This is an optimization exercise on Yosys and OpenROAD, whose aim is small area and a short achievable clock period, not a production implementation. RTL that was checked went through simulation tests only; none was proved equivalent to the original. No functional check of the RTL was part of runs 2 to 4. No activity file was given, so power comes from the tool's default toggle rates.

===== flow/config.mk =====
export PLATFORM = sky130hd
export DESIGN_NAME = FLP_adder_7
export DESIGN_NICKNAME = FLP_adder_7
export VERILOG_FILES = /design/flow/design.v
export SDC_FILE = /design/flow/constraint.sdc
export NUM_CORES = 4
export LEC_CHECK = 0
export CAP_MARGIN = 20
export CORE_MARGIN = 2
export CORE_UTILIZATION = 40
export SETUP_SLACK_MARGIN = 3.0
export SLEW_MARGIN = 20

===== flow/constraint.sdc =====
create_clock -name core_clock -period 5.0 [get_ports {clk}]
set_input_delay 1.0000 -clock core_clock [delete_from_list [all_inputs] [get_ports {clk}]]
set_output_delay 1.0000 -clock core_clock [all_outputs]
set_load 0.01 [all_outputs]

===== flow/design.v =====
module unpack(
    input [31:0] A,
    input [31:0] B,
    output sign_A,          
    output sign_B,
    output [7:0] exp_A,     
    output [7:0] exp_B,
    output [23:0] mant_A,   
    output [23:0] mant_B
);
    assign sign_A = A[31];
    assign sign_B = B[31];
    assign exp_A = A[30:23];
    assign exp_B = B[30:23];
    assign mant_A = {1'b1, A[22:0]};
    assign mant_B = {1'b1, B[22:0]};
endmodule
module alignment(
    input sign_A,
    input sign_B,
    input [7:0] exp_A,     
    input [7:0] exp_B,
    input [23:0] mant_A,   
    input [23:0] mant_B,
    output [24:0] mant_A_align,
    output [24:0] mant_B_align,
    output [7:0] exp_common,
    output round_bit
);
    wire [7:0] exp_diff = (exp_A > exp_B) ? (exp_A - exp_B) : (exp_B - exp_A);
    assign round_bit = (exp_A > exp_B) ? mant_B[exp_diff-1] : mant_A[exp_diff-1];
    wire [23:0] mant_A_shifted = (exp_A > exp_B) ? mant_A : (mant_A >> exp_diff);
    wire [23:0] mant_B_shifted = (exp_A > exp_B) ? (mant_B >> exp_diff) : mant_B;
    assign mant_A_align = (sign_A) ? -mant_A_shifted : mant_A_shifted;  
    assign mant_B_align = (sign_B) ? -mant_B_shifted : mant_B_shifted;
    assign exp_common = (exp_A > exp_B) ? exp_A : exp_B;
endmodule
module addition(
    input sign_A,
    input sign_B,
    input [24:0] mant_A_align,
    input [24:0] mant_B_align,
    output [24:0] mant_sum
);
    assign mant_sum = mant_A_align + mant_B_align;
endmodule
module conversion(
    input [24:0] mant_sum,
    output [23:0] mant_conv,
    output sign_norm
);
    assign sign_norm = mant_sum[24];
    assign mant_conv = (mant_sum[24]) ? (-mant_sum[23:0]) : (mant_sum[23:0]);
endmodule
module normalization(
    input [23:0] mant_conv,
    input [7:0] exp_common,
    output reg [23:0] mant_norm,
    output reg [7:0] exp_norm
);
    always @(*) begin
        if (mant_conv[23] == 1) begin
            mant_norm = mant_conv;  
            exp_norm = exp_common;
        end else begin
            mant_norm = mant_conv << 1;
            exp_norm = exp_common - 1;
        end
    end
endmodule
module rounding(
    input [23:0] mant_norm,
    input round_bit,
    output [23:0] mant_rounded
);
    assign mant_rounded = (round_bit === 1) ? mant_norm + 1 : mant_norm;
endmodule
module packing(
    input sign_norm,
    input [7:0] exp_norm,
    input [23:0] mant_rounded,
    output [31:0] sum
);
    assign sum = {sign_norm, exp_norm, mant_rounded[22:0]};
endmodule
module FLP_adder(
    input [31:0] A,
    input [31:0] B,
    output [31:0] sum
);
    wire sign_A, sign_B;
    wire [7:0] exp_A, exp_B, exp_common, exp_norm;
    wire [23:0] mant_A, mant_B;
    wire [24:0] mant_A_align, mant_B_align;
    wire [24:0] mant_sum;
    wire [23:0] mant_conv, mant_rounded;
    wire round_bit, sign_norm;
    unpack unpackAB(
        .A(A), .B(B), .sign_A(sign_A), .sign_B(sign_B), .exp_A(exp_A), .exp_B(exp_B), .mant_A(mant_A), .mant_B(mant_B)
    );
    alignment alignAB(
        .sign_A(sign_A), .sign_B(sign_B), .exp_A(exp_A), .exp_B(exp_B), .mant_A(mant_A), .mant_B(mant_B),
        .mant_A_align(mant_A_align), .mant_B_align(mant_B_align), .exp_common(exp_common), .round_bit(round_bit)
    );
    addition addAB(
        .sign_A(sign_A), .sign_B(sign_B), .mant_A_align(mant_A_align), .mant_B_align(mant_B_align), .mant_sum(mant_sum)
    );
    conversion conv(
        .mant_sum(mant_sum), .mant_conv(mant_conv), .sign_norm(sign_norm)
    );
    wire [23:0] mant_norm;
    normalization normAB(
        .mant_conv(mant_conv), .exp_common(exp_common), .mant_norm(mant_norm), .exp_norm(exp_norm)
    );
    wire [23:0] mant_result = mant_norm;
    wire [7:0] exp_result = exp_norm;
    rounding roundAB(
        .mant_norm(mant_result), .round_bit(round_bit), .mant_rounded(mant_rounded)
    );
    packing packAB(
        .sign_norm(sign_norm), .exp_norm(exp_result), .mant_rounded(mant_rounded), .sum(sum)
    );
endmodule
module D_FF_unpack(
    input sign_A,          
    input sign_B,
    input [7:0] exp_A,     
    input [7:0] exp_B,
    input [23:0] mant_A,   
    input [23:0] mant_B,
    input clk,
    output reg sign_A_out,          
    output reg sign_B_out,
    output reg [7:0] exp_A_out,     
    output reg [7:0] exp_B_out,
    output reg [23:0] mant_A_out,   
    output reg [23:0] mant_B_out
);
    always @( posedge clk) begin
        sign_A_out <= sign_A;
        sign_B_out <= sign_B;
        mant_A_out <= mant_A;
        mant_B_out <= mant_B;
        exp_A_out <= exp_A;
        exp_B_out <= exp_B;
    end
endmodule
module D_FF_align(
    input sign_A,          
    input sign_B,
    input [7:0] exp_common,     
    input [24:0] mant_A_align,   
    input [24:0] mant_B_align,
    input clk,
    output reg sign_A_out,          
    output reg sign_B_out,
    output reg [7:0] exp_common_out,     
    output reg [24:0] mant_A_align_out,   
    output reg [24:0] mant_B_align_out
);
    always @( posedge clk ) begin
        sign_A_out <= sign_A;
        sign_B_out <= sign_B;
        exp_common_out <= exp_common;
        mant_A_align_out <= mant_A_align;
        mant_B_align_out <= mant_B_align;
    end
endmodule
module D_FF_add(
    input sign_A,          
    input sign_B,
    input [7:0] exp_common,     
    input [24:0] mant_sum,   
    input clk,
    output reg sign_A_out,          
    output reg sign_B_out,
    output reg [7:0] exp_common_out,     
    output reg [24:0] mant_sum_out
);
    always @( posedge clk ) begin
        sign_A_out <= sign_A;
        sign_B_out <= sign_B;
        exp_common_out <= exp_common;
        mant_sum_out <= mant_sum;
    end
endmodule
module D_FF_conv (
    input sign_norm,
    input [23:0] mant_conv,
    input [7:0] exp_common,
    input clk,
    output reg sign_norm_out,
    output reg [23:0] mant_conv_out,
    output reg [7:0] exp_common_out
);
    always @( posedge clk ) begin
        sign_norm_out <= sign_norm;
        exp_common_out <= exp_common;
        mant_conv_out <= mant_conv;
    end
endmodule
module D_FF_norm(
    input [23:0] mant_norm,
    input [7:0] exp_norm,
    input sign_norm,
    input clk,
    output reg [23:0] mant_norm_out,
    output reg [7:0] exp_norm_out,
    output reg sign_norm_out
);
    always @( posedge clk ) begin
        mant_norm_out <= mant_norm;
        sign_norm_out <= sign_norm;
        exp_norm_out <= exp_norm;
    end
endmodule
module D_FF_rounding(
    input [23:0] mant_rounded,
    input [7:0] exp_norm,
    input sign_norm,
    input clk,
    output reg [23:0] mant_rounded_out,
    output reg [7:0] exp_norm_out,
    output reg sign_norm_out
);
    always @( posedge clk ) begin
        mant_rounded_out <= mant_rounded;
        sign_norm_out <= sign_norm;
        exp_norm_out <= exp_norm;
    end
endmodule
module FLP_adder_7(
    input [31:0] A,
    input [31:0] B,
    input rst,
    input clk,
    output [31:0] sum
);
    wire sign_A, sign_B;
    wire [7:0] exp_A, exp_B, exp_common, exp_norm, exp_A_out, exp_B_out;
    wire [23:0] mant_A, mant_B;
    wire [24:0] mant_A_align, mant_B_align;
    wire [24:0] mant_sum;
    wire [23:0] mant_conv, mant_rounded, mant_rounded_out;
    wire round_bit, sign_norm;
    wire sign_A_out, sign_B_out;
    wire [23:0] mant_A_out, mant_B_out;
    wire [7:0] exp_common_out, exp_norm_out, exp_common_out_2, exp_common_out_3, exp_norm_out_2;
    wire [24:0] mant_A_align_out, mant_B_align_out;
    wire [23:0] mant_conv_out, mant_norm_out;
    wire sign_norm_out, sign_norm_out_2, sign_norm_out_3;
    wire [24:0] mant_sum_out;
    unpack unpackAB(
        .A(A), .B(B), 
        .sign_A(sign_A), .sign_B(sign_B), .exp_A(exp_A), .exp_B(exp_B), .mant_A(mant_A), .mant_B(mant_B)
    );
    D_FF_unpack pipe1(.sign_A(sign_A), .sign_B(sign_B), .exp_A(exp_A), .exp_B(exp_B), .mant_A(mant_A), .mant_B(mant_B),.clk(clk),
        .sign_A_out(sign_A_out), .sign_B_out(sign_B_out), .exp_A_out(exp_A_out), .exp_B_out(exp_B_out), .mant_A_out(mant_A_out), .mant_B_out(mant_B_out)
    );
    alignment alignAB(
        .sign_A(sign_A_out), .sign_B(sign_B_out), .exp_A(exp_A_out), .exp_B(exp_B_out), .mant_A(mant_A_out), .mant_B(mant_B_out),
        .mant_A_align(mant_A_align), .mant_B_align(mant_B_align), .exp_common(exp_common)
    );
    wire sign_A_out_2, sign_B_out_2;
    D_FF_align pipe2(
        .sign_A(sign_A_out), .sign_B(sign_B_out), .exp_common(exp_common), .mant_A_align(mant_A_align), .mant_B_align(mant_B_align),.clk(clk),
        .sign_A_out(sign_A_out_2), .sign_B_out(sign_B_out_2), .exp_common_out(exp_common_out), .mant_A_align_out(mant_A_align_out), .mant_B_align_out(mant_B_align_out)
    );
    addition addAB(
        .sign_A(sign_A_out_2), .sign_B(sign_B_out_2), .mant_A_align(mant_A_align_out), .mant_B_align(mant_B_align_out), 
        .mant_sum(mant_sum)
    );
    wire sign_A_out_3, sign_B_out_3;
    D_FF_add pipe3(
        .sign_A(sign_A_out_2), .sign_B(sign_B_out_2),.exp_common(exp_common_out),.mant_sum(mant_sum), .clk(clk),
        .sign_A_out(sign_A_out_3), .sign_B_out(sign_B_out_3), .exp_common_out(exp_common_out_2), .mant_sum_out(mant_sum_out)
    );
    conversion conv(
        .mant_sum(mant_sum_out), 
        .mant_conv(mant_conv), .sign_norm(sign_norm)
    );
    wire [23:0] mant_norm;
    D_FF_conv pipe4(
        .sign_norm(sign_norm), .mant_conv(mant_conv), .exp_common(exp_common_out_2), .clk(clk),
        .sign_norm_out(sign_norm_out), .mant_conv_out(mant_conv_out), .exp_common_out(exp_common_out_3)
    );
    normalization normAB(
        .mant_conv(mant_conv_out), .exp_common(exp_common_out_3), 
        .mant_norm(mant_norm), .exp_norm(exp_norm)
    );
    D_FF_norm pipe5(
        .mant_norm(mant_norm), .exp_norm(exp_norm), .sign_norm(sign_norm_out), .clk(clk),
        .mant_norm_out( mant_norm_out), .exp_norm_out(exp_norm_out), .sign_norm_out(sign_norm_out_2)
    );
    wire [23:0] mant_result = mant_norm_out;
    wire [7:0] exp_result = exp_norm_out;
    rounding roundAB(
        .mant_norm(mant_result), .round_bit(1'b0),
        .mant_rounded(mant_rounded)
    );
    D_FF_rounding pipe6(
        .mant_rounded(mant_rounded), .exp_norm(exp_norm_out), .sign_norm(sign_norm_out_2), .clk(clk),
        .mant_rounded_out(mant_rounded_out), .exp_norm_out(exp_norm_out_2), .sign_norm_out(sign_norm_out_3)
    );
    packing packAB(
        .sign_norm(sign_norm_out_3), .exp_norm(exp_norm_out_2), .mant_rounded(mant_rounded_out), 
        .sum(sum)
    );
endmodule

===== flow/run.sh =====
#!/bin/bash
# synth_recipe.tcl (not shown) runs the flow's synth.tcl, then flattens the netlist and writes it again
# the make line also repeats each setting of config.mk as NAME=value (left out here)
make -C /OpenROAD-flow-scripts/flow DESIGN_CONFIG=/design/flow/config.mk WORK_HOME=/design/flow/orfs CLKGATE_MAP_FILE= SYNTH_SCRIPT=/design/flow/synth_recipe.tcl finish

==> metrics.md, run 1 <==
| Metric | Value |
|---|---|
| Proportion of layout cells with a drive suffix above 1 | 39.2% |
| Worst-Skew Late Latency | 540 ps |
| Pin count of the biggest net entering global routing | 33 |
| Most frequent standard cell in the layout excluding fill and tap cells | dfxtp_1 |
| Sequential cell area fraction in the yosys report | 39.5% |
| # rows | 65 |
| Total power per unit cell area | 476 mW/mm2 |
| Library cells used by synthesis | 96 |
| Share of flip-flops with an asynchronous set or reset after synthesis | 0% |
| Instance count along the most critical hold path | 0 |
| Post-Synthesis Cell Area | 0.0128 mm2 |
| Core Box Area | 0.0315 mm2 |
| Final Critical Period | 4660 ps |
| Final Skew | 11.1 ps |
| Final setup violation count | 0 |
| Number of hold-slack violations in the final timing report | 0 |
| Syn avg cell area | 9.36 um2 |
| Startpoint Class | flop |
| Type of the worst setup path | flop to flop |
| Number of clock buffers inserted by TritonCTS | 26 |
| Logic gate share of total power | 42.7% |
| Critical Path Sink Type | flop |
| Number of standard cells in the layout, taps in and fillers out | 2069 |
| Number of global-route vias before repair | 11000 |
| Total routing resource utilization after global routing | 23.2% |
| Hold Crit Class | flop to flop |
| # clock sinks | 252 |
| Endpoint arrival time on the critical path | 5090 ps |
| Total DRC errors in the routed layout | 0 |
| Nets | 1758 |
| Unrepaired setup endpoints after global routing | yes |
| Input/output buffers | 96 |
| Vias per cell | 5.72 |
| Main area contributors after synthesis | dfxtp_1, xnor2_1, mux2i_1, ha_1, mux2_2 |
| Via Count | 11800 |
| First-pass GRT wire length | 61100 um |
| Number of flops mapped to enable cells by yosys | 0 |
| Die height | 183 um |
| Cell area after layout | 0.0187 mm2 |
| Placed cell count | 1890 |
| Startpoint of the worst setup timing path | pipe1.exp_A_out[0] |
| CTS HTree Levels | 1 |
| Maximum net fanout on the critical path | 7 |
| Power share of the clock group | 23.4% |
| Synthesized Nets | 1476 |
| Worst reg2reg startpoint | pipe1.exp_A_out[0] |
| Period Utilization, post-route | 93.2% |
| Relative area change from synthesis to final layout | 46.1% |
| Pre-antenna DRT Iters | 6 |
| Static Leakage | 7.52 nW |
| CTS clk-pin slew, worst paths | 70 ps |
| Overall power after layout | 8.89 mW |
| Mapped Cells | 1364 |
| Yosys warns | 7 |
| Most instantiated flip-flop cell in the synthesis netlist | dfxtp_1 |
| Commonest cells after routing, fill and taps aside | dfxtp_1, buf_4, nand2_1 |
| Final global-route overflow total | 0 |
| Slew Limit Fails | 0 |
| CTS tree | done |
| Fmax | 215 MHz |
| DRT iter0 DRCs | 909 |
| Post-synthesis register bit count | 252 |
| Wire length per cell after detailed routing | 19.9 um |
| Cell internal power dissipation | 5.80 mW |
| Sequential group share of total power | 33.9% |
| Critical path capture point | pipe2.mant_A_align_out[24] |
| Total half-perimeter wirelength after legalization and detailed placement | 29000 um |
| Required time at the worst-slack endpoint | 5430 ps |
| Die extent in x | 183 um |
| Antenna violations before repair | 0 |
| Fraction of power spent switching nets | 34.7% |
| Count of boundary I/O pins | 98 |
| Final Wtd Congestion | 0.956 |
| Area share of the largest cell type after synthesis | 39.5% |
| Actual transition at the worst max-transition pin | 1060 ps |
| Synth area leader | dfxtp_1 |
| Full die area | 0.0334 mm2 |
| Worst IR Drop VDD | 0.000294 V |
| Maximum clock path buffer count | 3 |
| Final Worst Setup Slack | 341 ps |
| Number of max-cap violations | 0 |
| Reg-to-Reg End | pipe2.mant_A_align_out[24] |
| Routed WL | 41300 um |
| Worst setup slack before clock tree synthesis | -4.68 ps |
| Slew margin rel. | 29.1% |
| Post-placement cell area | 0.0151 mm2 |
| Run status | timing/DRC/antenna clean |
| Net switching power | 3.08 mW |
| Root buffer cell | clkbuf_16 |
| Initial Utilization | 40.6% |
| Setup slack on the worst flop-to-flop path | 340 ps |
| Remaining antenna violation count | 0 |
| Depth of the most critical reg-to-reg path | 20 |
## worst max-delay path, cell delays in order (launching register included)
cell and delay, ps:
dfxtp_2 330, inv_2 40, ha_4 150, fa_2 340, nand2b_4 170, a211o_4 430, a21oi_4 200, buf_12 140
a21oi_4 110, buf_4 170, o21ai_4 150, a31oi_4 130, o32ai_2 260, o21a_2 230, ha_4 150, inv_2 30
a221o_1 250, a211o_1 260, or4_4 440, nand3b_4 240, o41a_1 330
## sequential cells by signal (all words and copies together) (netlist names)
name,count
pipe2.mant_A_align_out,25
pipe2.mant_B_align_out,25
pipe3.mant_sum_out,25
pipe4.mant_conv_out,24
pipe1.mant_A_out,23
pipe1.mant_B_out,23
pipe5.mant_norm_out,23
pipe6.mant_rounded_out,23
pipe1.exp_A_out,8
pipe1.exp_B_out,8
pipe2.exp_common_out,8
pipe3.exp_common_out,8
pipe4.exp_common_out,8
pipe5.exp_norm_out,8
pipe6.exp_norm_out,8
pipe1.sign_A_out,1
pipe1.sign_B_out,1
pipe4.sign_norm_out,1
pipe5.sign_norm_out,1
pipe6.sign_norm_out,1
## power groups by stage
stage | combinational, mW | clock (mW) | sequential, mW
CTS | 3.39 | 2.14 | 2.98
global placement | 2.93 | 0 | 3.00
finish | 3.79 | 2.08 | 3.01
floorplan | 2.05 | 0 | 2.95
global route | 4.04 | 2.22 | 3.08
detailed placement | 2.96 | 0 | 3.02
## per-stage QoR
step / util, % / setup TNS [ps] / hold WS, ps
detailed placement: 47.8 / -4.68 / 312
global route: 59.3 / 0 / 328
global placement: 47.8 / 0 / 310
floorplan: - / 0 / 310
CTS: 55.1 / 0 / 326
finish: 59.3 / 0 / 324
## cell families (layout without fill, tap and decap cells)
group | count (synthesis) | count (layout) | share of synthesized area (%)
simple gates | 383 | 384 | 15.3
compound gates | 360 | 360 | 19.8
flops | 252 | 252 | 39.5
mux | 113 | 113 | 10.2
buf+inv | 112 | 413 | 3.75
xor+xnor | 98 | 98 | 6.72
fa+ha+maj | 46 | 46 | 4.68
other cells | 0 | 1 | 0
## cell usage after synthesis (5+ instances only)
library cell  count
xor2_1           26
nand2_1         122
ha_1             43
a32oi_1           7
xnor2_1          72
buf_4             7
and3_1           12
nand2b_1         14
a2111oi_0         5
and2_1            9
nand4_1           9
a21boi_0          5
or3_1            13
a21o_1           12
inv_1            44
a32o_1            7
nor2b_1           7
o31ai_1          25
a211o_1           5
a221o_1           5
a21oi_1          48
or2_2             8
nand3_1          45
mux4_2            9
nor4_1            8
a211oi_1         27
o21a_1           13
mux2_2           41
buf_1             5
a22oi_1          12
buf_2            20
or4_1             9
o41ai_1          14
o211ai_1          9
dfxtp_1         252
mux2i_1          60
nor2_1           64
nor3_1           38
a31oi_1          13
clkbuf_1         34
o21ai_0          88
## repair_timing
item | 4_1_cts | 5_1_grt
pin swaps | 67 | 108
resized for setup | 197 | 288
cloned | 3 | 0
buffers inserted | 62 | 65
hold buffers | 0 | 0
setup endpoints to repair | 111 | 116
## area by class of cell
| type | count | area [um2] |
|---|---|---|
| Inverter | 45 | 171 |
| Timing Repair Buffer | 320 | 2890 |
| Clock inverter | 20 | 282 |
| Tap cell | 402 | 503 |
| Multi-Input combinational cell | 1001 | 9090 |
| Fill cell | 2606 | 12800 |
| Clock buffer | 28 | 658 |
| Sequential cell | 252 | 5070 |
| Antenna cell | 1 | 2.50 |
## metal layers
metal	up-vias	GRT usage [%]	part of all wire [%]
met3	125	2.93	6.1
li1	5591	-	-
met5	-	0	0
met2	462	38.8	47
met1	5661	30.3	42
met4	0	9.68	4.3
## worst min-delay path by stage
stage	start	endpoint	slack (ps)
after detailed placement	pipe3.exp_common_out[3]	pipe4.exp_common_out[3]	310
after CTS	pipe5.mant_norm_out[11]	pipe6.mant_rounded_out[11]	330
after floorplan	pipe2.exp_common_out[0]	pipe3.exp_common_out[0]	310
after global placement	pipe3.exp_common_out[7]	pipe4.exp_common_out[7]	310
final	pipe5.mant_norm_out[2]	pipe6.mant_rounded_out[2]	320
after global routing	pipe3.exp_common_out[7]	pipe4.exp_common_out[7]	330
==> inputs of run 2 (changes only) <==
==> flow/design.v (replaced) <==
module FLP_adder(
    input  [31:0] A,
    input  [31:0] B,
    output [31:0] sum
);
    wire        gt   = A[30:23] > B[30:23];
    wire [7:0]  d    = gt ? A[30:23] - B[30:23] : B[30:23] - A[30:23];
    wire [23:0] big  = gt ? {1'b1, A[22:0]} : {1'b1, B[22:0]};
    wire [23:0] sml  = gt ? {1'b1, B[22:0]} : {1'b1, A[22:0]};
    wire        sbig = gt ? A[31] : B[31];
    wire        sub  = A[31] ^ B[31];
    wire [7:0]  ec   = gt ? A[30:23] : B[30:23];
    wire [23:0] shd  = (d > 8'd23) ? 24'd0 : (sml >> d[4:0]);
    wire [24:0] X    = {1'b0, big} + ({1'b0, shd} ^ {25{sub}}) + {24'd0, sub};
    wire        nz   = |X[23:0];
    wire        sgn  = sbig ? (sub ? (~X[24] & nz) : ~(X[24] & nz)) : X[24];
    wire [23:0] C    = X[24] ? (24'd0 - X[23:0]) : X[23:0];
    wire [22:0] M    = C[23] ? C[22:0] : {C[21:0], 1'b0};
    wire [7:0]  e    = C[23] ? ec : ec - 8'd1;
    assign sum = {sgn, e, M};
endmodule
module FLP_adder_7(
    input  [31:0] A,
    input  [31:0] B,
    input         rst,
    input         clk,
    output [31:0] sum
);
    reg [31:0] a1, b1;
    always @(posedge clk) begin
        a1 <= A;
        b1 <= B;
    end
    wire        gt   = a1[30:23] > b1[30:23];
    wire [7:0]  d    = gt ? a1[30:23] - b1[30:23] : b1[30:23] - a1[30:23];
    wire [23:0] sml  = gt ? {1'b1, b1[22:0]} : {1'b1, a1[22:0]};
    wire [23:0] shd  = (d > 8'd23) ? 24'd0 : (sml >> d[4:0]);
    reg [22:0] big2;
    reg [23:0] shd2;
    reg        sbig2, sub2;
    reg [7:0]  ec2;
    always @(posedge clk) begin
        big2  <= gt ? a1[22:0] : b1[22:0];
        shd2  <= shd;
        sbig2 <= gt ? a1[31] : b1[31];
        sub2  <= a1[31] ^ b1[31];
        ec2   <= gt ? a1[30:23] : b1[30:23];
    end
    wire [24:0] X   = {2'b01, big2} + ({1'b0, shd2} ^ {25{sub2}}) + {24'd0, sub2};
    wire        nz  = |X[23:0];
    wire        sgn = sbig2 ? (sub2 ? (~X[24] & nz) : ~(X[24] & nz)) : X[24];
    wire [23:0] C   = X[24] ? (24'd0 - X[23:0]) : X[23:0];
    wire [22:0] M   = C[23] ? C[22:0] : {C[21:0], 1'b0};
    wire [7:0]  e   = C[23] ? ec2 : ec2 - 8'd1;
    reg [31:0] r3, r4, r5, r6;
    always @(posedge clk) begin
        r3 <= {sgn, e, M};
        r4 <= r3;
        r5 <= r4;
        r6 <= r5;
    end
    assign sum = r6;
endmodule
==> run 2 against run 1 <==
Compared with the run above:
- still clean on timing, DRC and antenna
- area after synthesis shrank 16%
- cell count shrank 24%
- critical path type unchanged
- die area shrank 16%
- hold slack lost 3.7 ps
- largest power group unchanged
==> metrics.md, run 2 <==
| Metric | Value |
|---|---|
| Run status | timing/DRC/antenna clean |
| Hold Crit Class | flop to flop |
| Via Count | 8044 (-32%) |
| Period Utilization, post-route | 79.8% (-13 points) |
| Synth area leader | dfxtp_1 |
| Final Skew | 16.5 ps (+5.40 ps) |
| Worst-Skew Late Latency | 520 ps (-20 ps) |
| Fraction of power spent switching nets | 33.6% (-1.1 points) |
| Required time at the worst-slack endpoint | 5390 ps (-40 ps) |
| Actual transition at the worst max-transition pin | 867 ps (-195 ps) |
| Placed cell count | 1432 (-24%) |
| Pre-antenna DRT Iters | 5 (-1) |
| Library cells used by synthesis | 96 (unchanged) |
| Syn avg cell area | 10.4 um2 (+11%) |
| Number of hold-repair buffers added at the cts stage | 0 (unchanged) |
| Worst IR Drop VDD | 0.000290 V (-1.5%) |
| Slew Limit Fails | 0 (unchanged) |
| Reg-to-Reg End | r3[8] |
| Sequential cell area fraction in the yosys report | 46.5% (+7.0 points) |
| Met3 routing resource usage after global routing | 2.54% (-0.39 points) |
| Instance count along the most critical hold path | 0 (unchanged) |
| Pin count of the biggest net entering global routing | 21 (-36%) |
| Post-placement cell area | 0.0122 mm2 (-19%) |
| Origin of the worst min-delay path | r3[20] |
| Root buffer cell | clkbuf_16 |
| Unrepaired setup endpoints after global routing | yes |
| Worst reg2reg startpoint | sub2 |
| Net switching power | 2.71 mW (-12%) |
| Area share of the largest cell type after synthesis | 46.5% (+7.0 points) |
| Startpoint Class | flop |
| Vias per cell | 5.09 (-11%) |
| Power share of the clock group | 23.9% (+0.5 points) |
| Static Leakage | 6.18 nW (-18%) |
| Setup slack on the worst flop-to-flop path | 1010 ps (+670 ps) |
| Type of the worst setup path | flop to flop |
| Number of flops mapped to enable cells by yosys | 0 (unchanged) |
| Footprint of the flip-flops and latches | 0.00499 mm2 (-1.5%) |
| Worst min-delay path endpoint | r4[20] |
| Most congested layer reported by global routing | met2 |
| Total power per unit cell area | 521 mW/mm2 (+9.5%) |
| Cell internal power dissipation | 5.35 mW (-7.9%) |
| Antenna violations before repair | 0 (unchanged) |
| Most instantiated flip-flop cell in the synthesis netlist | dfxtp_1 |
| Commonest cells in the synthesized netlist | dfxtp_1, nand2_1, mux2i_1, nor2_1, a21oi_1 |
| Cell area after layout | 0.0155 mm2 (-17%) |
| Critical Path Sink Type | flop |
| Full die area | 0.0282 mm2 (-16%) |
| DRT iter0 DRCs | 526 (-42%) |
| # rows | 59 (-9.2%) |
| Final Wtd Congestion | 0.893 (-6.6%) |
| Remaining antenna violation count | 0 (unchanged) |
| Number of standard cells in the layout, taps in and fillers out | 1581 (-24%) |
| Post-synthesis register bit count | 249 (-1.2%) |
| Final core area utilization | 59.0% (-0.33 points) |
| Total DRC errors in the routed layout | 0 (unchanged) |
| CTS HTree Levels | 1 (unchanged) |
| Die height | 168 um (-8.2%) |
| Post-Synthesis Cell Area | 0.0107 mm2 (-16%) |
| Initial Utilization | 40.9% (+0.36 points) |
| Maximum clock path buffer count | 3 (unchanged) |
| Number of global-route vias before repair | 7905 (-28%) |
| Wire length per cell after detailed routing | 16.6 um (-17%) |
| Final Critical Period | 3990 ps (-671 ps) |
| Die extent in x | 168 um (-8.2%) |
| Multi-input combinational cell area | 0.00692 mm2 (-24%) |
| Maximum net fanout on the critical path | 7 (unchanged) |
| Slew margin rel. | 42.0% (+13 points) |
| Number of clock buffers inserted by TritonCTS | 25 (-3.8%) |
| Commonest cells after routing, fill and taps aside | dfxtp_1, nand2_1, clkdlybuf4s50_1, buf_4, nor2_1 |
| Met1 track utilization from global routing | 21.6% (-8.7 points) |
| Mapped Cells | 1034 (-24%) |
| Total half-perimeter wirelength after legalization and detailed placement | 16700 um (-43%) |
| Yosys warns | 1 (-6) |
| Routed WL | 26200 um (-37%) |
| Library cell with the highest instance count after synthesis | dfxtp_1 |
| First-pass GRT wire length | 40300 um (-34%) |
| Relative area change from synthesis to final layout | 44.0% |
| Synthesized Nets | 1143 (-23%) |
| Depth of the most critical reg-to-reg path | 17 (-15%) |
| Proportion of layout cells with a drive suffix above 1 | 38.3% (-0.91 points) |
| Core Box Area | 0.0262 mm2 (-17%) |
| Logic gate share of total power | 42.8% (about the same) |
| # clock sinks | 249 (-1.2%) |
| Final setup violation count | 0 (unchanged) |
| Fmax | 251 MHz (+17%) |
| Antenna diodes | 0 (-1) |
| Main area contributors after synthesis | dfxtp_1, mux2i_1, ha_1, xor2_1, mux2_2 |
| Fill cell instance count of the final layout | 2141 (-18%) |
| Count of boundary I/O pins | 98 (unchanged) |
| Sequential group share of total power | 33.3% (-0.6 points) |
| Number of hold-slack violations in the final timing report | 0 (unchanged) |
| Share of flip-flops with an asynchronous set or reset after synthesis | 0% (unchanged) |
| Accumulated negative setup slack | 0 ps (unchanged) |
| Met2 track demand over resource | 31.3% (-7.5 points) |
| Number of max-cap violations | 0 (unchanged) |
| Total routing resource utilization after global routing | 17.5% (-5.7 points) |
| CTS clk-pin slew, worst paths | 60 ps (about the same) |
| CTS tree | done |
| Final global-route overflow total | 0 (unchanged) |
| Input/output buffers | 96 (unchanged) |
| Most frequent standard cell in the layout excluding fill and tap cells | dfxtp_1 |
| Nets | 1337 (-24%) |
| Endpoint arrival time on the critical path | 4380 ps (-710 ps) |
run 2: repair_timing:
| action | 4_1_cts | 5_1_grt |
|---|---|---|
| buffers inserted | 67 | 23 |
| resized for setup | 323 | 114 |
| pin swaps | 57 | 66 |
| cloned | 10 | 4 |
| setup endpoints to repair | 120 | 89 |
run 2: layer usage:
metal  vias to the layer above  routed length (um)
met5                         -                   0
met4                         0                 940
met3                        60                 982
met2                       202               13000
met1                      3720               11200
li1                       4062                   -
run 2: worst max-delay path: stages (launching register included):
cell       delay, ps
dfxtp_4          380
buf_12           160
xor2_2           180
ha_2             400
o21ai_0          150
a211oi_2         340
o21a_1           220
buf_4            120
o21ai_0           70
o211ai_1         210
nand4bb_4        150
or4b_4           600
buf_6            160
a21oi_4          200
buf_6            150
nor3_2            60
a211oi_2         210
o21ai_1          110
run 2: stage by stage:
step | hold slack [ps] | total power [mW] | setup slack [ps]
after floorplan | 310 | 4.59 | 991
after global placement | 310 | 5.23 | 607
after detailed placement | 312 | 5.26 | 604
after CTS | 322 | 7.69 | 1040
after global routing | 320 | 8.52 | 891
final | 320 | 8.06 | 1010
run 2: layout make-up:
| cell class | count | share of cell area, % |
|---|---|---|
| Tap cell | 335 | 2.71 |
| Sequential cell | 249 | 32.3 |
| Clock inverter | 8 | 0.810 |
| Inverter | 35 | 0.850 |
| Multi-Input combinational cell | 705 | 44.7 |
| Clock buffer | 37 | 4.86 |
| Timing Repair Buffer | 212 | 13.7 |
run 2: kinds of logic (layout without fill, tap and decap cells):
family / after synthesis / after routing / share of synthesized area (%)
AO/OA/AOI/OAI: 205 / 205 / 13.3
XOR/XNOR: 71 / 72 / 5.87
adder cells (fa/ha/maj): 43 / 43 / 5.22
buffers and inverters: 83 / 292 / 3.78
flip-flops: 249 / 249 / 46.5
multiplexers: 112 / 112 / 12.2
AND/OR/NAND/NOR: 271 / 273 / 13.2
run 2: worst max path at each step:
stage	endpoint	slack [ps]	startpoint	cells past startpoint
floorplan	r3[11]	990	sub2	16
global placement	r3[11]	610	sub2	14
detailed placement	r3[11]	600	sub2	14
CTS	r3[11]	1040	sub2	14
global route	r3[8]	890	sub2	17
finish	r3[8]	1010	sub2	17
run 2: power by group through the flow:
stage	Clock [mW]	Sequential, mW	Combinational [mW]
after floorplan	0	2.76	1.83
final	1.92	2.69	3.45
after detailed placement	0	2.72	2.53
after global placement	0	2.71	2.52
after CTS	1.98	2.69	3.02
after global routing	2.07	2.74	3.71
==> inputs of run 3 (changes only) <==
--- a/flow/design.v
+++ b/flow/design.v
@@ -26,36 +26,51 @@
     input         clk,
     output [31:0] sum
 );
-    reg [31:0] a1, b1;
+    wire        gt = A[30:23] > B[30:23];
+    wire [7:0]  d  = gt ? A[30:23] - B[30:23] : B[30:23] - A[30:23];
+    reg [22:0] big1, sml1;
+    reg [4:0]  sh1;
+    reg        z1, sbig1, sub1;
+    reg [7:0]  ec1;
     always @(posedge clk) begin
-        a1 <= A;
-        b1 <= B;
+        big1  <= gt ? A[22:0] : B[22:0];
+        sml1  <= gt ? B[22:0] : A[22:0];
+        sh1   <= d[4:0];
+        z1    <= d > 8'd23;
+        sbig1 <= gt ? A[31] : B[31];
+        sub1  <= A[31] ^ B[31];
+        ec1   <= gt ? A[30:23] : B[30:23];
     end
-    wire        gt   = a1[30:23] > b1[30:23];
-    wire [7:0]  d    = gt ? a1[30:23] - b1[30:23] : b1[30:23] - a1[30:23];
-    wire [23:0] sml  = gt ? {1'b1, b1[22:0]} : {1'b1, a1[22:0]};
-    wire [23:0] shd  = (d > 8'd23) ? 24'd0 : (sml >> d[4:0]);
+    wire [23:0] shd = z1 ? 24'd0 : ({1'b1, sml1} >> sh1);
     reg [22:0] big2;
     reg [23:0] shd2;
     reg        sbig2, sub2;
     reg [7:0]  ec2;
     always @(posedge clk) begin
-        big2  <= gt ? a1[22:0] : b1[22:0];
+        big2  <= big1;
         shd2  <= shd;
-        sbig2 <= gt ? a1[31] : b1[31];
-        sub2  <= a1[31] ^ b1[31];
-        ec2   <= gt ? a1[30:23] : b1[30:23];
+        sbig2 <= sbig1;
+        sub2  <= sub1;
+        ec2   <= ec1;
     end
-    wire [24:0] X   = {2'b01, big2} + ({1'b0, shd2} ^ {25{sub2}}) + {24'd0, sub2};
-    wire        nz  = |X[23:0];
-    wire        sgn = sbig2 ? (sub2 ? (~X[24] & nz) : ~(X[24] & nz)) : X[24];
-    wire [23:0] C   = X[24] ? (24'd0 - X[23:0]) : X[23:0];
+    wire [24:0] X = {2'b01, big2} + ({1'b0, shd2} ^ {25{sub2}}) + {24'd0, sub2};
+    reg [24:0] X3;
+    reg        sbig3, sub3;
+    reg [7:0]  ec3;
+    always @(posedge clk) begin
+        X3    <= X;
+        sbig3 <= sbig2;
+        sub3  <= sub2;
+        ec3   <= ec2;
+    end
+    wire        nz  = |X3[23:0];
+    wire        sgn = sbig3 ? (sub3 ? (~X3[24] & nz) : ~(X3[24] & nz)) : X3[24];
+    wire [23:0] C   = X3[24] ? (24'd0 - X3[23:0]) : X3[23:0];
     wire [22:0] M   = C[23] ? C[22:0] : {C[21:0], 1'b0};
-    wire [7:0]  e   = C[23] ? ec2 : ec2 - 8'd1;
-    reg [31:0] r3, r4, r5, r6;
+    wire [7:0]  e   = C[23] ? ec3 : ec3 - 8'd1;
+    reg [31:0] r4, r5, r6;
     always @(posedge clk) begin
-        r3 <= {sgn, e, M};
-        r4 <= r3;
+        r4 <= {sgn, e, M};
         r5 <= r4;
         r6 <= r5;
     end
--- a/flow/config.mk
+++ b/flow/config.mk
@@ -8,5 +8,5 @@
 export CAP_MARGIN = 20
 export CORE_MARGIN = 2
 export CORE_UTILIZATION = 40
-export SETUP_SLACK_MARGIN = 3.0
+export SETUP_SLACK_MARGIN = 0
 export SLEW_MARGIN = 20
==> run 3 against run 2 <==
Compared with the run above:
- still clean on timing, DRC and antenna
- clock power down 9%
- sequential power up 9.3%
- flip-flop and latch count up 1
- clock skew up 2.7 ps
- design area down 21%
- synthesized cell count down 5.9%
- global-route usage down 3.5 points
- worst setup slack better by 420 ps
- largest cell class is now sequential cells
- power down 19%
- via count down 17%
==> metrics.md, run 3 <==
| Metric | Value |
|---|---|
| Number of hold-slack violations in the final timing report | 0 (unchanged) |
| Initial Utilization | 40.6% (-0.38 points) |
| Slew Limit Fails | 0 (unchanged) |
| Via Count | 6693 (-17%) |
| Number of max-cap violations | 0 (unchanged) |
| # clock sinks | 250 (+0.40%) |
| Remaining antenna violation count | 0 (unchanged) |
| Post-placement cell area | 0.0114 mm2 (-6.9%) |
| Full die area | 0.0267 mm2 (-5.2%) |
| Number of flops mapped to enable cells by yosys | 0 (unchanged) |
| Sequential cell area fraction in the yosys report | 49.3% (+2.8 points) |
| Worst-Skew Late Latency | 530 ps (about the same) |
| Total half-perimeter wirelength after legalization and detailed placement | 13700 um (-18%) |
| Proportion of layout cells with a drive suffix above 1 | 12.6% (-26 points) |
| Pre-antenna DRT Iters | 4 (-1) |
| First-pass GRT wire length | 30800 um (-23%) |
| Largest registers in the final layout | r4: 32 flops, r5: 32 flops, r6: 32 flops |
| Startpoint of the worst setup timing path | A[28] |
| Critical path capture point | z1 |
| Ordered list of cells on the worst path | clkdlybuf4s50_1, inv_1, ha_1, a21oi_1, o21ai_0, o21ai_4, a2111oi_0, a21oi_1, xor2_1, a211o_1 |
| Antenna diodes | 0 (unchanged) |
| DRT iter0 DRCs | 335 (-36%) |
| Area share of the largest cell type after synthesis | 49.3% (+2.8 points) |
| Critical path's most frequent cell | a21oi_1 |
| Reg-to-Reg End | X3[22] |
| Share of flip-flops with an asynchronous set or reset after synthesis | 0% (unchanged) |
| Slowest CP cell | o21ai_0 |
| Synthesized Nets | 1081 (-5.4%) |
| Most frequent standard cell in the layout excluding fill and tap cells | dfxtp_1 |
| Slew margin rel. | 42.6% (+0.59 points) |
| Required time at the worst-slack endpoint | 5400 ps (about the same) |
| Total power per unit cell area | 539 mW/mm2 (+3.3%) |
| Total routing resource utilization after global routing | 14.0% (-3.5 points) |
| Static Leakage | 5.00 nW (-19%) |
| Final global-route overflow total | 0 (unchanged) |
| Fmax | 280 MHz (+12%) |
| Number of hold-repair buffers added at the cts stage | 0 (unchanged) |
| Antenna violations before repair | 0 (unchanged) |
| Library cell with the highest instance count after synthesis | dfxtp_1 |
| Pin count of the biggest net entering global routing | 47 (+120%) |
| Accumulated negative setup slack | 0 ps (unchanged) |
| Final Skew | 19.2 ps (+2.67 ps) |
| CTS clk-pin slew, worst paths | 60 ps (about the same) |
| Number of global-route vias before repair | 6393 (-19%) |
| Relative area change from synthesis to final layout | 19.8% |
| Count of boundary I/O pins | 98 (unchanged) |
| Post-synthesis register bit count | 250 (+0.40%) |
| Commonest cells after routing, fill and taps aside | dfxtp_1, clkdlybuf4s50_1, nand2_1 |
| Number of standard cells in the layout, taps in and fillers out | 1392 (-12%) |
| Endpoint arrival time on the critical path | 3980 ps (-400 ps) |
| Cts repair resizes | 0 (-100%) |
| Root buffer cell | clkbuf_16 |
| Die extent in x | 163 um (-2.6%) |
| Die height | 163 um (-2.6%) |
| Routed WL | 18400 um (-30%) |
| Final Critical Period | 3570 ps (-417 ps) |
| Nets | 1153 (-14%) |
| Number of clock buffers inserted by TritonCTS | 25 (unchanged) |
| Main area contributors after synthesis | dfxtp_1, mux2_2, ha_1, xor2_1, mux2i_1 |
| Core Box Area | 0.0250 mm2 (-4.5%) |
| Post-Synthesis Cell Area | 0.0102 mm2 (-5.3%) |
| Run status | timing/DRC/antenna clean |
| Yosys warns | 1 (unchanged) |
| Most instantiated flip-flop cell in the synthesis netlist | dfxtp_1 |
| Buffers inserted by post-CTS timing repair | 0 (-100%) |
| Unrepaired setup endpoints after global routing | no |
| Max incr delay on CP | 510 ps (-90 ps) |
| Total DRC errors in the routed layout | 0 (unchanged) |
| Maximum clock path buffer count | 3 (unchanged) |
| Commonest cells in the synthesized netlist | dfxtp_1, nand2_1, a21oi_1, mux2_2, nor2_1 |
| Worst reg2reg startpoint | sub2 |
| CTS HTree Levels | 1 (unchanged) |
| Actual transition at the worst max-transition pin | 860 ps (-7.02 ps) |
| Syn avg cell area | 10.4 um2 (+0.59%) |
| Vias per cell | 4.81 (-5.5%) |
| CTS tree | done |
| Type of the worst setup path | primary input to flop |
| # rows | 58 (-1.7%) |
| Input/output buffers | 96 (unchanged) |
| Wire length per cell after detailed routing | 13.2 um (-20%) |
| Setup slack on the worst flop-to-flop path | 1670 ps (+660 ps) |
| Startpoint Class | primary input |
| Synth area leader | dfxtp_1 |
| Placed cell count | 1348 (-5.9%) |
| Hold Crit Class | flop to flop |
| Maximum net fanout on the critical path | 25 (+18) |
| Critical Path Sink Type | flop |
| Mapped Cells | 973 (-5.9%) |
| Library cells used by synthesis | 66 (-31%) |
| Depth of the most critical reg-to-reg path | 9 (-8) |
| Cell area after layout | 0.0122 mm2 (-21%) |
| Period Utilization, post-route | 71.4% (-8.3 points) |
| Final Wtd Congestion | 0.836 (-6.3%) |
| Final setup violation count | 0 (unchanged) |
| Hold_ws | 311 ps (-9.68 ps) |
| Worst IR Drop VDD | 0.000270 V (-6.8%) |
-- run 3: through the flow --
stage / power [mW] / worst slack (ps) / utilization (%)
floorplan: 4.26 / 1810 / -
global placement: 4.84 / 921 / 45.4
detailed placement: 4.87 / 925 / 45.4
CTS: 6.63 / 1450 / 48.5
global route: 7.00 / 1210 / 48.6
finish: 6.55 / 1430 / 48.6
-- run 3: logic make-up (layout without fill, tap and decap cells) --
family | after synthesis | after routing | synth area share [%]
xor gates and xnor gates | 77 | 77 | 6.71
AOI/OAI and AO/OA | 210 | 210 | 13.4
muxes | 100 | 100 | 11.8
DFF | 250 | 250 | 49.3
buffers and inverters | 93 | 182 | 3.72
adders and majority gates | 42 | 42 | 5.40
and+or+nand+nor | 201 | 201 | 9.73
-- run 3: layout make-up --
cell class | count | area [um2]
inverters | 34 | 128
clock buffers | 32 | 702
fillers | 2359 | 12900
flip-flops and latches | 250 | 5010
repair buffers | 104 | 1030
multi-input cells | 630 | 4800
clock inverters | 12 | 77.6
well taps | 330 | 413
-- run 3: where the power goes --
part           switching, mW  total [mW]  leakage, nW  internal, mW
sequential             0.347        2.94         2.10          2.59
clock                  0.743        1.74        0.392         0.994
combinational          0.929        1.88         2.51         0.947
-- run 3: worst min-delay path by stage --
stage	slack, ps	startpoint	to	cells past startpoint
floorplan	310	big1[0]	big2[0]	0
global placement	310	ec2[7]	ec3[7]	0
detailed placement	310	big1[6]	big2[6]	0
CTS	320	r5[15]	r6[15]	0
global route	330	sbig2	sbig3	0
finish	310	r5[15]	r6[15]	0
-- run 3: metal layers --
metal / part of all wire (%) / wire (um) / global-route usage [%] / vias up
met2: 44 / 8160 / 22.7 / 138
met4: 2.5 / 459 / 4.71 / 0
met5: 0 / 0 / 0 / -
li1: - / - / - / 3560
met1: 49 / 8940 / 19.0 / 2959
met3: 4.5 / 831 / 2.29 / 36
-- run 3: critical path, delay by kind of cell --
kind,cells,cell delay (ps)
XOR/XNOR,1,200
adder cells (fa/ha/maj),1,440
buffers and inverters,2,540
AO/OA/AOI/OAI,6,1780
==> inputs of run 4 (changes only) <==
--- a/flow/config.mk
+++ b/flow/config.mk
@@ -8,5 +8,5 @@
 export CAP_MARGIN = 20
 export CORE_MARGIN = 2
 export CORE_UTILIZATION = 40
-export SETUP_SLACK_MARGIN = 0
+export SETUP_SLACK_MARGIN = 3.0
 export SLEW_MARGIN = 20
==> run 4 against run 3 <==
Compared with the run above:
- die area unchanged
- cell count rose by 8.3%
- count of clock-buffer cells in the layout stayed put
- design area up 19%
- hold slack better by 7.9 ps
- power grew 18%
- sequential share of layout area down 6.3 points
- critical endpoint is now X3[18]
- largest cell class is now multi-input gates
- largest power group unchanged
==> metrics.md, run 4 <==
| Metric | Value |
|---|---|
| Post-Synth Simple-Gate Area | 9.73% (unchanged) |
| Instance count along the most critical hold path | 0 (unchanged) |
| Endpoint arrival time on the critical path | 3120 ps (-860 ps) |
| CTS clk-pin slew, worst paths | 60 ps (about the same) |
| CTS HTree Levels | 1 (unchanged) |
| Vias per cell | 4.87 (+1.4%) |
| Critical Path Sink Type | flop |
| Via Count | 7344 (+9.7%) |
| Number of standard cells in the layout, taps in and fillers out | 1507 (+8.3%) |
| Number of clock buffers inserted by TritonCTS | 27 (+8.0%) |
| Final Worst Setup Slack | 2280 ps (+856 ps) |
| Share of flip-flops with an asynchronous set or reset after synthesis | 0% (unchanged) |
| Static Leakage | 6.16 nW (+23%) |
| Worst-Skew Late Latency | 520 ps (about the same) |
| Most instantiated flip-flop cell in the synthesis netlist | dfxtp_1 |
| Commonest cells after routing, fill and taps aside | dfxtp_1, buf_4, nand2_1 |
| # clock sinks | 250 (unchanged) |
| Maximum net fanout on the critical path | 4 (-84%) |
| Max incr delay on CP | 350 ps (-160 ps) |
| Number of hold-slack violations in the final timing report | 0 (unchanged) |
| Synth Area in Compound Gates | 13.4% (unchanged) |
| DRT iter0 DRCs | 289 (-14%) |
| Yosys warns | 1 (unchanged) |
| Pin count of the biggest net entering global routing | 42 (-11%) |
| CP Depth | 11 (+1) |
| Actual transition at the worst max-transition pin | 796 ps (-64.0 ps) |
| Fmax | 368 MHz (+32%) |
| Commonest cells in the synthesized netlist | dfxtp_1, nand2_1, a21oi_1, mux2_2, nor2_1 |
| Area share of xor/xnor cells in the synthesized design | 6.71% (unchanged) |
| First-pass GRT wire length | 34300 um (+11%) |
| # rows | 58 (unchanged) |
| Final core area utilization | 57.9% (+9.4 points) |
| Final Skew | 13.5 ps (-5.66 ps) |
| Synth area leader | dfxtp_1 |
| Input/output buffers | 96 (unchanged) |
| Number of global-route vias before repair | 6970 (+9.0%) |
| Die extent in x | 163 um (unchanged) |
| Placed cell count | 1345 (-0.22%) |
| Type of the worst setup path | flop to flop |
| Worst setup slack before clock tree synthesis | 1180 ps (+260 ps) |
| Worst IR Drop VDD | 0.000289 V (+7.2%) |
| Startpoint Class | flop |
| Full die area | 0.0267 mm2 (unchanged) |
| Accumulated negative setup slack | 0 ps (unchanged) |
| Count of boundary I/O pins | 98 (unchanged) |
| Pre-antenna DRT Iters | 5 (+1) |
| Mapped Cells | 973 (unchanged) |
| Category of cells accounting for the largest share of critical-path delay | compound AO/OA/AOI/OAI gates |
| Wire length per cell after detailed routing | 14.6 um (+10%) |
| Die height | 163 um (unchanged) |
| Routed WL | 22000 um (+20%) |
| Proportion of layout cells with a drive suffix above 1 | 36.6% (+24 points) |
| Root buffer cell | clkbuf_16 |
| Arithmetic-cell share of the synthesized area counting full adders, half adders and majority gates | 5.40% (unchanged) |
| Total power per unit cell area | 535 mW/mm2 (-0.75%) |
| Number of max-cap violations | 0 (unchanged) |
| Slew Limit Fails | 0 (unchanged) |
| Total DRC errors in the routed layout | 0 (unchanged) |
| Antenna violations before repair | 0 (unchanged) |
| Slowest CP cell | dfxtp_4 |
| Required time at the worst-slack endpoint | 5410 ps (about the same) |
| Synthesized Nets | 1081 (unchanged) |
| Maximum clock path buffer count | 3 (unchanged) |
| Setup slack on the worst flop-to-flop path | 2280 ps (+610 ps) |
| Fill cell instance count of the final layout | 2077 (-12%) |
| Sequential cell area fraction in the yosys report | 49.3% (unchanged) |
| Total routing resource utilization after global routing | 15.7% (+1.7 points) |
| Final global-route overflow total | 0 (unchanged) |
| Period Utilization, post-route | 54.3% (-17 points) |
| Unrepaired setup endpoints after global routing | yes |
| Worst Path Buf+Inv | 3 (+1) |
| Slew margin rel. | 46.9% (+4.3 points) |
| Combinational family with the most area after synthesis | compound AO/OA/AOI/OAI gates |
| Library cell with the highest instance count after synthesis | dfxtp_1 |
| Total half-perimeter wirelength after legalization and detailed placement | 13500 um (-1.3%) |
| Initial Utilization | 40.6% (unchanged) |
| Final setup violation count | 0 (unchanged) |
| Remaining antenna violation count | 0 (unchanged) |
| Largest registers in the final layout | r4: 32 flops, r5: 32 flops, r6: 32 flops |
| Final Critical Period | 2720 ps (-856 ps) |
| Core Box Area | 0.0250 mm2 (unchanged) |
| Most frequent standard cell in the layout excluding fill and tap cells | dfxtp_1 |
| Area share of the largest cell type after synthesis | 49.3% (unchanged) |
| Library cells used by synthesis | 66 (unchanged) |
| CTS tree | done |
| Multiplexer area fraction after synthesis | 11.8% (unchanged) |
| Relative area change from synthesis to final layout | 42.8% |
| Depth of the most critical reg-to-reg path | 11 (+2) |
| Syn avg cell area | 10.4 um2 (unchanged) |
| Post-Synthesis Cell Area | 0.0102 mm2 (unchanged) |
| Hold Crit Class | flop to flop |
| Antenna diodes | 0 (unchanged) |
| Nets | 1269 (+10%) |
| Main area contributors after synthesis | dfxtp_1, mux2_2, ha_1, xor2_1, mux2i_1 |
| Number of flops mapped to enable cells by yosys | 0 (unchanged) |
| Hold_ws | 319 ps (+7.90 ps) |
| Ordered list of cells on the worst path | buf_12, mux2_4, fa_2, a211o_1, buf_6, a211oi_4, o221ai_2, a31oi_2, o21ai_2, buf_4, xor2_1 |
| Run status | timing/DRC/antenna clean |
| Post-synthesis register bit count | 250 (unchanged) |
| Final Wtd Congestion | 0.861 (+3.0%) |
==> run 4: worst paths after layout <==
path / start / end
setup / recovery: sub2 / X3[18]
hold reg to reg: ec1[2] / ec2[2]
hold / removal: ec1[2] / ec2[2]
setup reg to reg: sub2 / X3[18]
==> run 4: logic make-up after synthesis <==
family | Yosys count
adder cells (fa/ha/maj) | 42
multiplexers | 100
AND/OR/NAND/NOR | 201
XOR/XNOR | 77
AO/OA/AOI/OAI | 210
flip-flops | 250
buffers and inverters | 93
==> run 4: cell type report <==
cell class                 instances  area, um2  share of cell area [%]
multi-input combinational        633       5820                    40.1
timing repair buffer             215       2140                    14.8
tap                              330        413                    2.85
inverter                          34        171                    1.18
clock buffer                      32        714                    4.92
clock inverter                    13        186                    1.29
sequential                       250       5060                    34.9
==> run 4: per-stage QoR <==
stage          area (um2)  total power, mW
6_report            14500             7.76
4_1_cts             13800             7.46
3_3_place_gp        11700             4.94
5_1_grt             14500             8.19
3_5_place_dp        11700             4.96
2_1_floorplan       10700             4.41
==> run 4: what timing repair did <==
item,in CTS,in global routing
gates cloned,12,1
endpoints found under the setup margin,164,122
pin swaps,65,55
buffers inserted,70,34
hold buffers,0,0
resized for setup,321,122
==> run 4: routing by layer <==
layer / global-route usage (%) / vias up / wire length [um]
met2: 27.8 / 153 / 10900
li1: - / 3792 / -
met4: 4.79 / 0 / 578
met1: 19.6 / 3355 / 9650
met3: 2.39 / 44 / 830
met5: 0 / - / 0
==> run 4: worst reg2reg max path, cell delays in order (launching register included) <==
cell and delay, ps:
dfxtp_4 350, buf_12 130, mux2_4 280, fa_2 350
a211o_1 320, buf_6 140, a211oi_4 250, o221ai_2 170
a31oi_2 280, o21ai_2 90, buf_4 130, xor2_1 130
==> run 4: power by group <==
part	internal, mW	leakage [nW]	total [mW]	switching (mW)
registers	2.62	2.10	3.01	0.387
clock network	1.22	0.440	1.98	0.755
logic	1.48	3.61	2.77	1.29
==> inputs of run 5 (changes only) <==
--- a/flow/design.v
+++ b/flow/design.v
@@ -28,32 +28,35 @@
 );
     wire        gt = A[30:23] > B[30:23];
     wire [7:0]  d  = gt ? A[30:23] - B[30:23] : B[30:23] - A[30:23];
-    reg [22:0] big1, sml1;
+    reg [22:0] ma1, mb1;
+    reg        sa1, sb1, gt1, z1;
     reg [4:0]  sh1;
-    reg        z1, sbig1, sub1;
     reg [7:0]  ec1;
     always @(posedge clk) begin
-        big1  <= gt ? A[22:0] : B[22:0];
-        sml1  <= gt ? B[22:0] : A[22:0];
-        sh1   <= d[4:0];
-        z1    <= d > 8'd23;
-        sbig1 <= gt ? A[31] : B[31];
-        sub1  <= A[31] ^ B[31];
-        ec1   <= gt ? A[30:23] : B[30:23];
+        ma1 <= A[22:0];
+        mb1 <= B[22:0];
+        sa1 <= A[31];
+        sb1 <= B[31];
+        gt1 <= gt;
+        z1  <= d > 8'd23;
+        sh1 <= d[4:0];
+        ec1 <= gt ? A[30:23] : B[30:23];
     end
-    wire [23:0] shd = z1 ? 24'd0 : ({1'b1, sml1} >> sh1);
+    wire        sub = sa1 ^ sb1;
+    wire [23:0] sml = gt1 ? {1'b1, mb1} : {1'b1, ma1};
+    wire [23:0] shd = z1 ? 24'd0 : (sml >> sh1);
     reg [22:0] big2;
-    reg [23:0] shd2;
+    reg [23:0] shx2;
     reg        sbig2, sub2;
     reg [7:0]  ec2;
     always @(posedge clk) begin
-        big2  <= big1;
-        shd2  <= shd;
-        sbig2 <= sbig1;
-        sub2  <= sub1;
+        big2  <= gt1 ? ma1 : mb1;
+        shx2  <= shd ^ {24{sub}};
+        sbig2 <= gt1 ? sa1 : sb1;
+        sub2  <= sub;
         ec2   <= ec1;
     end
-    wire [24:0] X = {2'b01, big2} + ({1'b0, shd2} ^ {25{sub2}}) + {24'd0, sub2};
+    wire [24:0] X = {2'b01, big2} + {sub2, shx2} + {24'd0, sub2};
     reg [24:0] X3;
     reg        sbig3, sub3;
     reg [7:0]  ec3;
--- a/flow/config.mk
+++ b/flow/config.mk
@@ -5,6 +5,7 @@
 export SDC_FILE = /design/flow/constraint.sdc
 export NUM_CORES = 4
 export LEC_CHECK = 0
+export ABC_CLOCK_PERIOD_IN_PS = 1400
 export CAP_MARGIN = 20
 export CORE_MARGIN = 2
 export CORE_UTILIZATION = 40
==> run 5 against run 4 <==
Compared with the run above:
- still clean
- via count grew 6.3%
- sequential power shrank 2%
- worst setup slack gained 150 ps
- cell count grew 1.6%
- area after synthesis grew 3.3%
- global-route usage grew 0.94 points
- clock power is essentially flat
- core utilization shrank 1.2 points
- sequential share of layout area shrank 0.43 points
- non-clock buffer count shrank 4
- clock skew grew 1.4 ps
- largest cell class unchanged
- highest routed layer unchanged
==> metrics.md, run 5 <==
| Metric | Value |
|---|---|
| Run status | timing/DRC/antenna clean |
| Placed cell count | 1375 (+2.2%) |
| Arithmetic-cell share of the synthesized area counting full adders, half adders and majority gates | 5.41% (+0.019 points) |
| Antenna violations before repair | 0 (unchanged) |
| Total routing resource utilization after global routing | 16.6% (+0.94 points) |
| Startpoint Class | flop |
| DRT iter0 DRCs | 468 (+62%) |
| Origin of the worst min-delay path | r5[27] |
| Synth Area in Compound Gates | 12.7% (-0.66 points) |
| Main area contributors after synthesis | dfxtp_1, mux4_2, ha_1, mux2_2, a21oi_1 |
| Hold_ws | 318 ps (-0.762 ps) |
| Worst IR Drop VDD | 0.000320 V (+11%) |
| Relative area change from synthesis to final layout | 40.1% |
| Root buffer cell | clkbuf_16 |
| # clock sinks | 251 (+0.40%) |
| # rows | 59 (+1.7%) |
| CTS clk-pin slew, worst paths | 60 ps (about the same) |
| Type of the worst setup path | flop to flop |
| Library cells used by synthesis | 64 (-3.0%) |
| Final Skew | 15.0 ps (+1.44 ps) |
| CTS tree | done |
| Number of max-cap violations | 0 (unchanged) |
| Routed WL | 24600 um (+12%) |
| Proportion of layout cells with a drive suffix above 1 | 38.9% (+2.3 points) |
| Final global-route overflow total | 0 (unchanged) |
| Commonest cells after routing, fill and taps aside | dfxtp_1, buf_4, nand2_1 |
| Yosys warns | 1 (unchanged) |
| Post-Synth Simple-Gate Area | 9.93% (+0.20 points) |
| Multiplexer area fraction after synthesis | 14.5% (+2.7 points) |
| Accumulated negative setup slack | 0 ps (unchanged) |
| Die height | 166 um (+1.6%) |
| Die extent in x | 166 um (+1.6%) |
| Unrepaired setup endpoints after global routing | yes |
| Fmax | 389 MHz (+5.7%) |
| Final Critical Period | 2570 ps (-145 ps) |
| Largest registers in the final layout | r4: 32 flops, r5: 32 flops, r6: 32 flops |
| Vias per cell | 5.10 (+4.7%) |
| Full die area | 0.0275 mm2 (+3.2%) |
| Worst-Skew Late Latency | 530 ps (about the same) |
| Antenna diodes | 0 (unchanged) |
| Post-Synthesis Cell Area | 0.0105 mm2 (+3.3%) |
| Pre-antenna DRT Iters | 5 (unchanged) |
| Core Box Area | 0.0259 mm2 (+3.5%) |
| Total power per unit cell area | 545 mW/mm2 (+2.0%) |
| Reg-to-Reg End | r4[11] |
| Number of global-route vias before repair | 7497 (+7.6%) |
| Final setup violation count | 0 (unchanged) |
| Syn avg cell area | 10.5 um2 (+1.0%) |
| Pin count of the biggest net entering global routing | 39 (-7.1%) |
| Area share of xor/xnor cells in the synthesized design | 6.00% (-0.71 points) |
| Library cell with the highest instance count after synthesis | dfxtp_1 |
| Static Leakage | 5.95 nW (-3.4%) |
| Maximum clock path buffer count | 3 (unchanged) |
| Number of hold-slack violations in the final timing report | 0 (unchanged) |
| Depth of the most critical reg-to-reg path | 9 (-2) |
| Nets | 1285 (+1.3%) |
| Final Wtd Congestion | 0.866 (+0.53%) |
| Most frequent standard cell in the layout excluding fill and tap cells | dfxtp_1 |
| Sequential cell area fraction in the yosys report | 47.9% (-1.4 points) |
| Wire length per cell after detailed routing | 16.1 um (+10%) |
| Slew Limit Fails | 0 (unchanged) |
| Count of boundary I/O pins | 98 (unchanged) |
| Area share of the largest cell type after synthesis | 47.9% (-1.4 points) |
| Number of flops mapped to enable cells by yosys | 0 (unchanged) |
| Required time at the worst-slack endpoint | 5380 ps (-30 ps) |
| First-pass GRT wire length | 38100 um (+11%) |
| Total DRC errors in the routed layout | 0 (unchanged) |
| CTS HTree Levels | 1 (unchanged) |
| Actual transition at the worst max-transition pin | 653 ps (-143 ps) |
| Initial Utilization | 40.5% (-0.080 points) |
| Slew margin rel. | 56.0% (+9.1 points) |
| Synth area leader | dfxtp_1 |
| Via Count | 7808 (+6.3%) |
| Hold Crit Class | flop to flop |
| Share of flip-flops with an asynchronous set or reset after synthesis | 0% (unchanged) |
| Endpoint arrival time on the critical path | 2950 ps (-170 ps) |
| Input/output buffers | 96 (unchanged) |
| Worst reg2reg startpoint | X3[13] |
| Number of standard cells in the layout, taps in and fillers out | 1531 (+1.6%) |
| Final core area utilization | 56.7% (-1.2 points) |
| Maximum net fanout on the critical path | 5 (+1) |
| Worst min-delay path endpoint | r6[27] |
| Total half-perimeter wirelength after legalization and detailed placement | 15000 um (+11%) |
| Most instantiated flip-flop cell in the synthesis netlist | dfxtp_1 |
| Number of hold-repair buffers added at the cts stage | 0 (unchanged) |
| Post-synthesis register bit count | 251 (+0.40%) |
| Period Utilization, post-route | 51.4% (-2.9 points) |
| Mapped Cells | 995 (+2.3%) |
| Number of clock buffers inserted by TritonCTS | 26 (-3.7%) |
| Commonest cells in the synthesized netlist | dfxtp_1, nand2_1, a21oi_1, o21ai_0, nor2_1 |
| Critical Path Sink Type | flop |
| Instance count along the most critical hold path | 0 (unchanged) |
| Remaining antenna violation count | 0 (unchanged) |
| Synthesized Nets | 1104 (+2.1%) |
| Combinational family with the most area after synthesis | multiplexers |
| Setup slack on the worst flop-to-flop path | 2430 ps (+150 ps) |
-- run 5: worst max-delay path by stage --
stage                 from  cells past startpoint  slack, ps     end
floorplan            A[27]                     11       2290      z1
global placement     A[26]                     10       1350      z1
detailed placement   A[26]                     10       1320      z1
CTS                 X3[10]                      9       2470  r4[27]
global route        X3[13]                      9       2360  r4[27]
finish              X3[13]                      9       2430  r4[11]
-- run 5: cell type report --
type                            count  area (um2)
Inverter                           37         166
Tap cell                          335         419
Timing Repair Buffer              211        2070
Clock inverter                     15         194
Multi-Input combinational cell    649        6070
Sequential cell                   251        5060
Clock buffer                       33         718
Fill cell                        2156       11200
-- run 5: per-stage QoR --
step                      area, um2  power [mW]  setup WS (ps)
after detailed placement      12000        5.21           1320
after global placement        12000        5.18           1350
after global routing          14700        8.45           2360
final                         14700        8.01           2430
after floorplan               10900        4.60           2290
after CTS                     14200        7.77           2470
-- run 5: power breakdown --
group	switching [mW]	internal [mW]	leakage, nW
sequential	0.329	2.62	2.12
combinational	1.49	1.58	3.38
clock	0.766	1.23	0.441
total	2.58	5.43	5.95
-- run 5: worst max-delay path: stages (launching register included) --
cell	delay, ps
dfxtp_2	320
or4_4	540
or3_4	370
o31ai_4	270
buf_12	170
xor2_4	90
buf_12	160
or3_1	330
a21oi_2	130
a211oi_1	60
-- run 5: logic make-up after synthesis --
kind of cell    count (synthesis)
fa+ha+maj                      43
compound gates                215
xor+xnor                       71
flops                         251
simple gates                  214
mux                           104
buf+inv                        97
-- run 5: what timing repair did --
item,in CTS,in global routing
gates resized for setup,361,95
cloned,7,1
buffers inserted,81,19
hold endpoints to repair,0,0
pin swaps,71,60
endpoints found under the setup margin,118,86
-- run 5: per-layer routing --
layer	global-route usage, %	up-vias	part of all wire [%]
met5	0	-	0
met2	28.4	250	48
li1	-	3898	-
met1	21.4	3591	44
met4	6.09	0	3.9
met3	2.43	69	4.4

port drivers added, routing unchanged:
How much do the figures lean on ideal ports? The routed layouts below were timed once more, with nothing changed but the port constraints.
Step 1 assumes that a clkbuf_16 drives the clock port and a buf_2 every other input.
Step 2 times the ports against the registers' clock, not the clock port: input delays grow and output delays shrink by t, the midpoint of the rising clock arrivals with the driver on.
a / b / c = ideal ports / drivers / drivers and shift; a / b = the first two.
| run | t, ns | slack for setup (ns) | worst hold slack (ns) | worst slew at a driven data input, ns | cell pins on the clock port's net |
|---|---|---|---|---|---|
| run 1 | 0.593 | 0.341 / 0.341 / 0.341 | 0.324 / 0.324 / 0.324 | 0.03 | 1 |
| run 2 | 0.559 | 1.012 / 1.012 / 1.012 | 0.320 / 0.320 / 0.320 | 0.03 | 1 |
| run 3 | 0.565 | 1.429 / 1.449 / 0.884 | 0.311 / 0.311 / 0.311 | 0.03 | 1 |
| run 4 | 0.558 | 2.285 / 2.285 / 1.923 | 0.319 / 0.319 / 0.319 | 0.06 | 1 |
| run 5 | 0.562 | 2.430 / 2.430 / 1.967 | 0.318 / 0.318 / 0.318 | 0.05 | 1 |
After both steps setup and hold are still met in every run listed. The setup slack of run 3, which loses most, moves by +0.020 ns with the drivers and by -0.545 ns with both steps.
